What follows belongs to an exercise in optimizing a design on an open flow for small area; a production flow would make more cautious choices.
Function was checked by simulation only, so behaviour that the tests miss may differ from the original.

==> v36: inputs <==
==> flow/design.v (excerpt) <==
module fdiv (input  logic [31:0] N, D,
             input  logic [1:0] c1,
             input  logic [5:0] op,
             input  logic rm,
             input  logic reset,
             input  logic clk,
             output logic [31:0] Q);
  logic [29:0] rega, regb, regc;
  logic [29:6] regd;           
  logic [29:0] ina, inb;
  logic [30:0] prod;           
  assign ina = (op[1:0] == 2'd1) ? regc :
               (op[1:0] == 2'd2) ? rega :
               (op[1:0] == 2'd0) ? 30'h18000000 : 30'd0;
  assign inb = (c1 == 2'd0) ? {1'b1, N[22:0], 6'b0} :
               (c1 == 2'd1) ? {1'b1, D[22:0], 6'b0} :
               (c1 == 2'd2) ? rega : regb;
  logic [31:0] ty;
  assign ty = {2'b00, ina};
  logic [31:0] t3;
  logic gp1;
  fdiv_nand2 u_gp1 (.a(ina[1]), .b(ina[0]), .y(gp1));
  logic gp2;
  fdiv_xnor2 u_gp2 (.a(ina[1]), .b(ina[0]), .y(gp2));
  logic gp3;
  fdiv_nand2 u_gp3 (.a(ina[2]), .b(ina[1]), .y(gp3));
  logic gp4;
  fdiv_xnor2 u_gp4 (.a(ina[2]), .b(ina[1]), .y(gp4));
  logic gp5;
  fdiv_nand2 u_gp5 (.a(ina[3]), .b(ina[2]), .y(gp5));
  logic gp6;
  fdiv_xnor2 u_gp6 (.a(ina[3]), .b(ina[2]), .y(gp6));
  logic gp7;
  fdiv_nand2 u_gp7 (.a(ina[4]), .b(ina[3]), .y(gp7));
  logic gp8;
  fdiv_xnor2 u_gp8 (.a(ina[4]), .b(ina[3]), .y(gp8));
  logic gp9;
  fdiv_nand2 u_gp9 (.a(ina[5]), .b(ina[4]), .y(gp9));
  logic gp10;
  fdiv_xnor2 u_gp10 (.a(ina[5]), .b(ina[4]), .y(gp10));
  logic gp11;
  fdiv_nand2 u_gp11 (.a(ina[6]), .b(ina[5]), .y(gp11));
  logic gp12;
  fdiv_xnor2 u_gp12 (.a(ina[6]), .b(ina[5]), .y(gp12));
  logic gp13;
  fdiv_nand2 u_gp13 (.a(ina[7]), .b(ina[6]), .y(gp13));
  logic gp14;
  fdiv_xnor2 u_gp14 (.a(ina[7]), .b(ina[6]), .y(gp14));
  logic gp15;
  fdiv_nand2 u_gp15 (.a(ina[8]), .b(ina[7]), .y(gp15));
  logic gp16;
  fdiv_xnor2 u_gp16 (.a(ina[8]), .b(ina[7]), .y(gp16));
  logic gp17;
  fdiv_nand2 u_gp17 (.a(ina[9]), .b(ina[8]), .y(gp17));
  logic gp18;
  fdiv_xnor2 u_gp18 (.a(ina[9]), .b(ina[8]), .y(gp18));
  logic gp19;
  ...
clock: 11.0 ns
lec_check: 0
cap_margin: 20
core_margin: 2
core_utilization: 55
cts_buf_list: sky130_fd_sc_hd__clkbuf_8
slew_margin: 20
synth_hierarchical: 1
synth_minimum_keep_size: 0
standard.sh (not shown) runs the stock make flow with config.mk's settings and CLKGATE_MAP_FILE= SYNTH_SCRIPT=/design/flow/synth_recipe.tcl, a recipe that flattens the netlist after the stock synthesis.
==> flow/flow/run.sh <==
#!/bin/bash
# The standard layout (standard.sh), with three changes to how it is made:
#  - the buffers put on the input and output ports are the smallest buffer cell (buf_1);
#  - global routing leaves more of met1 free (flow/fastroute.tcl), which eases pin access;
#  - after global routing, gates off the critical paths are downsized (ORFS RECOVER_POWER).
# make's full output goes to flow_make.log in the work folder; ORFS keeps each step's log
# under orfs/logs/.
set -euo pipefail
cd "$(dirname "$0")/.."
W=$(pwd)
export BUFFER_PORTS_ARGS="-buffer_cell sky130_fd_sc_hd__buf_1"
export FASTROUTE_TCL="$W/flow/fastroute.tcl"
export RECOVER_POWER=100
bash standard.sh "BUFFER_PORTS_ARGS=-buffer_cell sky130_fd_sc_hd__buf_1" \
  "FASTROUTE_TCL=$W/flow/fastroute.tcl" "RECOVER_POWER=100" finish > flow_make.log 2>&1
==> flow/flow/fastroute.tcl <==
# The platform's global-routing capacity adjustment, with more of met1 left free, so that the
# detailed router has room to reach the pins of the dense AOI cells.
set_global_routing_layer_adjustment $::env(MIN_ROUTING_LAYER)-$::env(MAX_ROUTING_LAYER) 0.2
set_global_routing_layer_adjustment met1 0.6
==> inputs of v20, as changes to v36 <==
CTS_BUF_LIST = unset   (was sky130_fd_sc_hd__clkbuf_8)
==> summary.txt <==
|  | v20 | v36 |
|---|---|---|
| Run status | finished with violations | finished with violations |
| Reasons for failing layout checks | capacitance limit, slew limit | capacitance limit, slew limit |
| Post-route fraction of the period consumed by the critical path | 96.3% | 96.7% |
| GRT Util Overall | 58.3% | 57.9% |
| Fraction of standard cell area in multi-input logic | 76.8% | 77.4% |
| Achievable Freq | 94.4 MHz | 94.0 MHz |
| Met1 wire length | 30.0 mm | 29.8 mm |
| Drt wl/cell | 34.4 µm | 34.1 µm |
| Area of combinational cells with multiple inputs | 19200 µm² | 19200 µm² |
| Worst path max stage delay | 0.98 ns | 0.99 ns |
| End of the worst hold path | regb[8]$_DFFE_PP0P_ | regb[27]$_DFFE_PP0P_ |
| Final standard cell count with taps included and fillers excluded | 2888 | 2890 |
| Clock Tree Root | sky130_fd_sc_hd__clkbuf_16 | sky130_fd_sc_hd__clkbuf_8 |
| Headroom to the max-slew limit | -107% | -106% |
| Area of all placed cells without fillers | 25000 µm² | 24800 µm² |
| Worst hold margin | 0.506 ns | 0.508 ns |
| Clock buf/inv share | 2.34% | 1.59% |
| Clock-pin slew on the worst setup and hold paths | 0.06 ns | 0.07 ns |
| Via density | 8.10 | 8.02 |
| Post-route worst setup slack | 0.402 ns | 0.366 ns |
| 1st-iter DRT viols | 4119 | 4044 |
| Global routing usage on met1 | 80.2% | 80.5% |

==> what the ideal ports hide <==
In the flow no input, the clock included, has a driving cell. The finished layouts below were timed again as built, in two steps. Step 1 sets driving cells, clkbuf_16 on the clock port and buf_2 on the other inputs (assumed; they add their load-dependent delay and slew). Step 2, shift: input delay + t, output delay - t, t = (earliest + latest rising clock arrival at the registers) / 2. This alone moves slack from input paths to output paths. a / b / c = no drivers / after step 1 / after step 2; a / b = the first two.
run	t, ns	slack for setup (ns)	cell pins on the clock port's net
v36	0.479	0.366 / 0.368 / -0.112	1
v20	0.476	0.402 / 0.416 / -0.059	1
For v36, which loses most, drivers alone change the setup slack by +0.002 ns; drivers and shift together by -0.478 ns.
